This is an optimization exercise on Yosys and OpenROAD, whose aim is small area, not a production implementation. RTL that was checked went through simulation tests only; none was proved equivalent to the original. No driver is modelled on the clock port, so clocking that relies on it looks cheaper here than on a real chip. Power figures rest on the tool's default switching activity, not on a simulated workload.

==> flow/design.v <==
module bin2bcd(CLK,RESET,ENABLE,  BIN ,BCD_o);
output	reg	[39:0]  BCD_o ;
input			CLK;
input		[31:0]	BIN;
input			ENABLE;
input			RESET;
	localparam W = 39;
	reg	[5:0]	c ;
	reg	[W-1:0]	R ;
	wire idle = c[5] & c[1];
	wire run  = ~c[5];
	wire copy = c[5] & ~c[0];
	wire done = c[5] & c[0] & ~c[1];
	wire [8:0] en;
	assign en[0] = 1'b1;
	assign en[1] = c[4] | c[3] | c[2];			 
	assign en[2] = c[4] | c[3];				 
	assign en[3] = c[4] | (c[3] & c[2]);			 
	assign en[4] = c[4];					 
	assign en[5] = c[4] & (c[3] | c[2] | c[1]);		 
	assign en[6] = c[4] & (c[3] | (c[2] & c[1]));		 
	assign en[7] = c[4] & c[3] & (c[2] | c[1]);		 
	assign en[8] = c[4] & c[3] & c[2] & (c[1] | c[0]);	 
	function [3:0] CORRECT;
	input [3:0] d;
	input       e;
	reg g;
	begin
		g = e & (d[3] | (d[2] & (d[1] | d[0])));
		CORRECT[0] = d[0] ^ g;
		CORRECT[1] = g ? ~(d[1] ^ d[0]) : d[1];
		CORRECT[2] = g ? (d[0] & ~d[2]) : d[2];
		CORRECT[3] = d[3] | g;
	end
	endfunction
	function integer POS;	 
	input integer d;
	input integer k;
	begin
		POS = (32 + 4*d + k) % W;
	end
	endfunction
	reg [W-1:0] C;	 
	reg [3:0]   t;
	integer d, k;
	always @* begin
		C = R;
		for (d = 0; d < 9; d = d + 1) begin
			for (k = 0; k < 4; k = k + 1) t[k] = R[POS(d,k)];
			t = CORRECT(t, en[d]);
			for (k = 0; k < 4; k = k + 1) C[POS(d,k)] = t[k];
		end
	end
	wire [W-1:0] step = {C[W-2:0], C[W-1]};
	wire [W-1:0] load = {{(W-32){1'b0}}, BIN};
	wire sl = idle;
	wire ss = ENABLE & run;
	wire sh = ~(sl | ss);
	wire [W-1:0] Rn = ({W{sl}} & load) | ({W{ss}} & step) | ({W{sh}} & R);
	always @(posedge CLK or posedge RESET) begin
		if (RESET)
			c <= 6'd63;
		else if (ENABLE && !done)
			c <= c + 6'd1;
	end
	always @(posedge CLK)
		if (sl) R <= load; else if (ss) R <= step;
	always @(posedge CLK) begin
		if (ENABLE && copy) begin
			for (d = 0; d < 10; d = d + 1)
				for (k = 0; k < 4; k = k + 1)
					if (4*d+k < 39)
						BCD_o[4*d+k] <= R[POS(d,k)];
			BCD_o[39] <= 1'b0;
		end
	end
endmodule
clock: 10.0 ns
lec_check: 0
cap_margin: 20
core_margin: 2
core_utilization: 70
place_density: 0.75
slew_margin: 20
standard.sh (not shown) runs the stock make flow with config.mk's settings and CLKGATE_MAP_FILE= SYNTH_SCRIPT=/design/flow/synth_recipe.tcl, a recipe that flattens the netlist after the stock synthesis.
==> flow/flow/run.sh <==
#!/bin/bash
# Layout: the standard ORFS flow, with settings that keep cell area down:
# unit-size port buffers, ABC's buffers removed at floorplan, small clock
# buffers without dummy loads,.
set -euo pipefail
bash standard.sh \
  "BUFFER_PORTS_ARGS=-buffer_cell sky130_fd_sc_hd__buf_1" \
  "REMOVE_ABC_BUFFERS=1" \
  "CTS_ARGS=-sink_clustering_enable -dont_use_dummy_load -buf_list sky130_fd_sc_hd__clkbuf_4 -root_buf sky130_fd_sc_hd__clkbuf_8" \
  finish > flow.log 2>&1
Rerun with:
==> flow/flow/run.sh (replaced) <==
#!/bin/bash
# Layout: the standard ORFS flow, with settings that keep cell area down:
# unit-size port buffers, ABC's buffers removed at floorplan, combinational
# cells set to their smallest size before the placement repair (which then
# buffers or resizes only where needed), and small clock buffers without
# dummy loads.
set -euo pipefail
bash standard.sh \
  "BUFFER_PORTS_ARGS=-buffer_cell sky130_fd_sc_hd__buf_1" \
  "REMOVE_ABC_BUFFERS=1" \
  "PRE_RESIZE_TCL=$PWD/flow/downsize.tcl" \
  "CTS_ARGS=-sink_clustering_enable -repair_clock_nets -dont_use_dummy_load -buf_list sky130_fd_sc_hd__clkbuf_4 -root_buf sky130_fd_sc_hd__clkbuf_8" \
  finish > flow.log 2>&1
==> flow/flow/downsize.tcl (new file) <==
# Before the placement-stage repair_design: set every combinational cell to
# the smallest drive strength of its kind. repair_design, which runs next,
# then fixes slew and capacitance where a small cell is not enough.
set db [ord::get_db]
set n 0
foreach inst [[ord::get_db_block] getInsts] {
  set m [$inst getMaster]
  set name [$m getName]
  if {![regexp {^(sky130_fd_sc_hd__(\w+))_(\d+)$} $name -> base kind drive]} { continue }
  # leave registers, clock cells, tie cells and physical cells alone
  if {[regexp {^(df|edf|sdf|dl|clk|conb|tap|fill|decap|diode)} $kind]} { continue }
  set best $m
  set best_area [expr {[$m getWidth] * [$m getHeight]}]
  foreach d {0 1 2} {
    set c [$db findMaster ${base}_$d]
    if {$c eq "NULL" || $c eq ""} { continue }
    set a [expr {[$c getWidth] * [$c getHeight]}]
    if {$a < $best_area} { set best $c; set best_area $a }
  }
  if {$best ne $m} {
    $inst swapMaster $best
    incr n
  }
}
puts "downsize.tcl: resized $n instances to a smaller drive strength"
--- a/flow/config.mk
+++ b/flow/config.mk
@@ -10,2 +10 @@
-export CORE_UTILIZATION = 70
-export PLACE_DENSITY = 0.75
+export CORE_UTILIZATION = 40
The changed run ran to the end with no violations.
Worst hold slack is better by 0.0077 ns.
Global-route usage went down by 8.4 points.
Utilization drops by 33 points.
Power is about the same.
Critical path depth is higher by 1.
Register-to-register slack is better by 0.08 ns.
Routed wire length climbs by a little under a tenth.
Design area went up by a few percent.
Rerun with:
==> flow/flow/run.sh (replaced) <==
#!/bin/bash
# Layout: the standard ORFS flow, with settings that keep cell area down:
# unit-size port buffers, ABC's buffers removed at floorplan, small clock
# buffers without dummy loads, and power recovery (downsizing of cells on
# paths with slack) after global routing.
set -euo pipefail
bash standard.sh \
  "BUFFER_PORTS_ARGS=-buffer_cell sky130_fd_sc_hd__buf_1" \
  "REMOVE_ABC_BUFFERS=1" \
  "RECOVER_POWER=100" \
  "CTS_ARGS=-sink_clustering_enable -repair_clock_nets -dont_use_dummy_load -buf_list {sky130_fd_sc_hd__clkbuf_2 sky130_fd_sc_hd__clkbuf_4 sky130_fd_sc_hd__clkbuf_8}" \
  finish > flow.log 2>&1
--- a/flow/config.mk
+++ b/flow/config.mk
@@ -7,0 +8 @@
+export ABC_AREA = 1
removed: flow/flow/downsize.tcl
- This time the run finished with capacitance limit, slew limit left
- power goes up by 4.1%
- hold slack improves by 0.0062 ns
- final cell count rose by 21%
Rerun with:
--- a/flow/flow/run.sh
+++ b/flow/flow/run.sh
@@ -4,2 +4 @@
-# buffers without dummy loads, and power recovery (downsizing of cells on
-# paths with slack) after global routing.
+# buffers without dummy loads,.
@@ -10 +8,0 @@
-  "RECOVER_POWER=100" \
--- a/flow/config.mk
+++ b/flow/config.mk
@@ -8 +7,0 @@
-export ABC_AREA = 1
Effect: The new run ran to the end with no violations. Combinational power shrinks by 14%. Cell area shrinks by 3.5%. Routed wire length shrinks by 6.1%. Clock skew grows by 0.0032 ns. Power shrinks by 4.7%. Fmax grows by 11%. Sequential cell count is unchanged. Synthesized area shrinks by 3.8%. Count of clock-buffer cells in the layout stays the same. Core utilization grows by 0.61 points.
Rerun with:
--- a/flow/config.mk
+++ b/flow/config.mk
@@ -7,0 +8 @@
+export ABC_AREA = 1
Result:
- setup slack gets better by 0.15 ns
- routed wire length rose by a little under a tenth
- core utilization fell by 0.30 points
- clock power is about the same
Rerun with:
--- a/flow/flow/run.sh
+++ b/flow/flow/run.sh
@@ -9 +9 @@
-  "CTS_ARGS=-sink_clustering_enable -repair_clock_nets -dont_use_dummy_load -buf_list {sky130_fd_sc_hd__clkbuf_2 sky130_fd_sc_hd__clkbuf_4 sky130_fd_sc_hd__clkbuf_8}" \
+  "CTS_ARGS=-sink_clustering_enable -repair_clock_nets -dont_use_dummy_load -buf_list sky130_fd_sc_hd__clkbuf_4 -root_buf sky130_fd_sc_hd__clkbuf_8" \
--- a/flow/config.mk
+++ b/flow/config.mk
@@ -8 +7,0 @@
-export ABC_AREA = 1
Worst setup slack degrades by 0.15 ns.
Global-route usage is lower by 0.47 points.
Via count is lower by 14%.
Hold slack hardly moves.
Sequential cell count stays the same.
No functional check of the RTL was part of any run of this note.

---

Another version of the RTL of bin2bcd (not shown whole).
Size: about 280 cells after synthesis, about 84 flip-flops, ~75 I/O pins.
Design bin2bcd, start of the top module:
module bin2bcd(CLK,RESET,ENABLE,  BIN ,BCD_o);
output	reg	[39:0]  BCD_o ;
input			CLK;
input		[31:0]	BIN;
input			ENABLE;
input			RESET;
	localparam W = 39;
	reg	[5:0]	c ;
	reg	[W-1:0]	R ;
	wire idle = ~(c[5] | c[4] | c[3] | c[2] | c[0]);
	wire copy = c[5] & c[1] & c[0];
	wire done = c[5] & c[2];
	wire run  = ~(idle | copy | done);
	wire [8:0] en;
	assign en[0] = 1'b1;
	assign en[1] = c[5] | c[4] | c[3];			 
	assign en[2] = c[5] | c[4] | c[3];			 
	assign en[3] = c[5] | c[4];				 
	assign en[4] = c[5] | c[4];				 
	assign en[5] = c[5] | (c[4] & (c[3] | c[2]));		 
	assign en[6] = c[5] | (c[4] & c[3]);			 
	assign en[7] = c[5] | (c[4] & c[3] & c[2]);		 
	assign en[8] = c[5];					 
	function [3:0] CORRECT;
	input [3:0] d;
	input       e;
	reg g;
	begin
		g = e & (d[3] | (d[2] & (d[1] | d[0])));
		CORRECT[0] = d[0] ^ g;
		CORRECT[1] = d[1] ^ (g & ~d[0]);
		CORRECT[2] = d[2] ^ (g & (d[2] | d[0]));
		CORRECT[3] = d[3] | g;
	end
	endfunction
	function integer POS;	 
	input integer d;
	input integer k;
	begin
  ...
Settings: LEC_CHECK=0, CAP_MARGIN=20, CORE_MARGIN=2, CORE_UTILIZATION=70, PLACE_DENSITY=0.75, SLEW_MARGIN=20; clock period 10.0 ns.
==> flow/flow/run.sh <==
#!/bin/bash
# Layout: the standard ORFS flow (standard.sh), with settings that keep
# cell area down:
# - synthesis is the standard synthesis (synth_recipe.tcl), but ABC maps
#   the logic with flow/abc_area.script (area-oriented amap, no upsizing) through
#   flow/my_synth.tcl, and without the half/full adder extraction
#   (ADDER_MAP_FILE empty); registers and their names are unchanged;
# - port buffers are buf_1 instead of the resizer's default choice;
# - the buffers ABC inserted are removed at floorplan;
# - repair of slew and capacitance may not use cells of drive 4 and up
#   other than buf_4 (flow/small_cells.tcl);
# - CTS without dummy loads, clkbuf_8 root, and leaf buffers that drive at
#   most 12 flip-flops set to clkbuf_4 afterwards (flow/clkleaf.tcl).
# ORFS writes each step's full log under orfs/logs; make's output is in
# flow.log.
set -euo pipefail
export FLOW_SYNTH_TCL=$PWD/synth_recipe.tcl
export MY_ABC_SCRIPT=$PWD/flow/abc_area.script
bash standard.sh \
  "SYNTH_SCRIPT=$PWD/flow/my_synth.tcl" \
  "ADDER_MAP_FILE=" \
  "BUFFER_PORTS_ARGS=-buffer_cell sky130_fd_sc_hd__buf_1" \
  "REMOVE_ABC_BUFFERS=1" \
  "CTS_ARGS=-sink_clustering_enable -dont_use_dummy_load -buf_list sky130_fd_sc_hd__clkbuf_4 -root_buf sky130_fd_sc_hd__clkbuf_8" \
  "POST_CTS_TCL=$PWD/flow/clkleaf.tcl" \
  "PRE_GLOBAL_PLACE_TCL=$PWD/flow/small_cells.tcl" \
  "PRE_RESIZE_TCL=$PWD/flow/small_cells.tcl" \
  "PRE_CTS_TCL=$PWD/flow/small_cells.tcl" \
  "PRE_GLOBAL_ROUTE_TCL=$PWD/flow/small_cells.tcl" \
  finish > flow.log 2>&1
==> flow/flow/clkleaf.tcl <==
set db [ord::get_db]
set small [$db findMaster sky130_fd_sc_hd__clkbuf_4]
set n 0
foreach inst [[ord::get_db_block] getInsts] {
  if {[[$inst getMaster] getName] ne "sky130_fd_sc_hd__clkbuf_8"} { continue }
  set in_net [[$inst findITerm A] getNet]
  if {$in_net eq "NULL" || [$in_net getName] eq "CLK"} { continue }
  set out_net [[$inst findITerm X] getNet]
  if {$out_net eq "NULL"} { continue }
  set fanout [expr {[llength [$out_net getITerms]] - 1}]
  if {$fanout > 12} { continue }
  $inst swapMaster $small
  incr n
}
puts "clkleaf.tcl: $n leaf clock buffers set to clkbuf_4"
==> flow/flow/small_cells.tcl <==
# Before each step that repairs slew and capacitance: keep the repair from
# reaching for very large cells. Cells of drive strength 4 and above are left
# out, except buf_4 and the clock buffers CTS uses. This only narrows the
# platform's own cell list.
set skip {}
foreach cell [get_lib_cells sky130_fd_sc_hd__*] {
  set name [get_name $cell]
  if {![regexp {_(\d+)$} $name -> drive]} { continue }
  if {$drive < 4} { continue }
  if {[lsearch -exact {sky130_fd_sc_hd__buf_4 sky130_fd_sc_hd__clkbuf_4 sky130_fd_sc_hd__clkbuf_8} $name] >= 0} { continue }
  if {[regexp {^sky130_fd_sc_hd__(fill|decap|tap|diode)} $name]} { continue }
  lappend skip $cell
}
set_dont_use $skip
puts "small_cells.tcl: [llength $skip] cells of drive 4 and above left out of repair"
Other scripts of this flow, unchanged in this note and not shown: flow/flow/abc_area.script, flow/flow/my_synth.tcl
The first run ran to the end with no violations.
Rerun with:
--- a/flow/flow/run.sh
+++ b/flow/flow/run.sh
@@ -8,8 +8,6 @@
 # - port buffers are buf_1 instead of the resizer's default choice;
 # - the buffers ABC inserted are removed at floorplan;
-# - repair of slew and capacitance may not use cells of drive 4 and up
-#   other than buf_4 (flow/small_cells.tcl);
 # - CTS without dummy loads, clkbuf_8 root, and leaf buffers that drive at
-#   most 12 flip-flops set to clkbuf_4 afterwards (flow/clkleaf.tcl).
+#   most 10 flip-flops set to clkbuf_4 afterwards (flow/clkleaf.tcl).
 # ORFS writes each step's full log under orfs/logs; make's output is in
 # flow.log.
@@ -24,7 +22,3 @@
   "CTS_ARGS=-sink_clustering_enable -dont_use_dummy_load -buf_list sky130_fd_sc_hd__clkbuf_4 -root_buf sky130_fd_sc_hd__clkbuf_8" \
   "POST_CTS_TCL=$PWD/flow/clkleaf.tcl" \
-  "PRE_GLOBAL_PLACE_TCL=$PWD/flow/small_cells.tcl" \
-  "PRE_RESIZE_TCL=$PWD/flow/small_cells.tcl" \
-  "PRE_CTS_TCL=$PWD/flow/small_cells.tcl" \
-  "PRE_GLOBAL_ROUTE_TCL=$PWD/flow/small_cells.tcl" \
   finish > flow.log 2>&1
--- a/flow/flow/clkleaf.tcl
+++ b/flow/flow/clkleaf.tcl
@@ -9,5 +9,5 @@
   if {$out_net eq "NULL"} { continue }
   set fanout [expr {[llength [$out_net getITerms]] - 1}]
-  if {$fanout > 12} { continue }
+  if {$fanout > 10} { continue }
   $inst swapMaster $small
   incr n
Settings changed: CORE_UTILIZATION 70 to 40, PLACE_DENSITY 0.75 to unset.
removed: flow/flow/small_cells.tcl
Result:
- total power rises by 2.8%
- hold slack degrades by 0.021 ns
- cell area went up by 3.1%
- wire length shrinks by 0.95%
- clock skew stays flat
- synthesized cell count is unchanged
- die area rises by 70%
- global-route usage came out lower by 12 points
- maximum frequency goes up by 16%
- worst setup slack gains 0.60 ns
Rerun with:
--- a/flow/flow/run.sh
+++ b/flow/flow/run.sh
@@ -3,7 +3,6 @@
 # cell area down:
 # - synthesis is the standard synthesis (synth_recipe.tcl), but ABC maps
-#   the logic with flow/abc_area.script (area-oriented amap, no upsizing) through
-#   flow/my_synth.tcl, and without the half/full adder extraction
-#   (ADDER_MAP_FILE empty); registers and their names are unchanged;
+#   the logic with flow/abc_area.script (area-oriented amap) through
+#   flow/my_synth.tcl; registers and their names are unchanged;
 # - port buffers are buf_1 instead of the resizer's default choice;
 # - the buffers ABC inserted are removed at floorplan;
@@ -17,5 +16,4 @@
 bash standard.sh \
   "SYNTH_SCRIPT=$PWD/flow/my_synth.tcl" \
-  "ADDER_MAP_FILE=" \
   "BUFFER_PORTS_ARGS=-buffer_cell sky130_fd_sc_hd__buf_1" \
   "REMOVE_ABC_BUFFERS=1" \
The changed run ran to the end with no violations.
Clock-buffer cell count stays the same.
Clock power is higher by a few percent.
Setup slack loses 0.65 ns.
Total power is higher by a few percent.
Die area is higher slightly.
Wire length is lower slightly.

## static timing again, ports no longer ideal
How much do the figures lean on ideal ports? The routed layouts below were timed once more, with nothing changed but the port constraints. Step 1: set_driving_cell puts a clkbuf_16 on CLK and a buf_2 on each other input, an assumption about the parent block. Step 2, shift: input delay + t, output delay - t, t = (earliest + latest rising clock arrival at the registers) / 2. This alone moves slack from input paths to output paths. Slacks: no drivers / after step 1 / after step 2; pairs: no drivers / after step 1.
run	t, ns	setup WS [ns]	hold WS [ns]	worst setup path at the end
the first run of note 1	0.354	6.516 / 6.515 / 6.161	0.433 / 0.433 / 0.433	input to register
the second run of note 1	0.359	6.748 / 6.752 / 6.393	0.441 / 0.441 / 0.441	input to register
the third run of note 1	0.371	6.502 / 6.502 / 6.152	0.447 / 0.447 / 0.447	input to register
the fourth run of note 1	0.360	6.835 / 6.842 / 6.482	0.441 / 0.441 / 0.441	input to register
the fifth run of note 1	0.373	6.982 / 6.975 / 6.602	0.443 / 0.443 / 0.443	input to register
the sixth run of note 1	0.360	6.835 / 6.842 / 6.482	0.441 / 0.441 / 0.441	input to register
the first run of note 2	0.360	5.639 / 5.646 / 5.286	0.463 / 0.463 / 0.463	input to register
the second run of note 2	0.359	6.243 / 6.248 / 5.889	0.442 / 0.442 / 0.442	input to register
the third run of note 2	0.374	5.595 / 5.600 / 5.226	0.442 / 0.442 / 0.442	input to register
The setup slack of the fifth run of note 1, which loses most, moves by -0.007 ns with the drivers and by -0.380 ns with both steps.
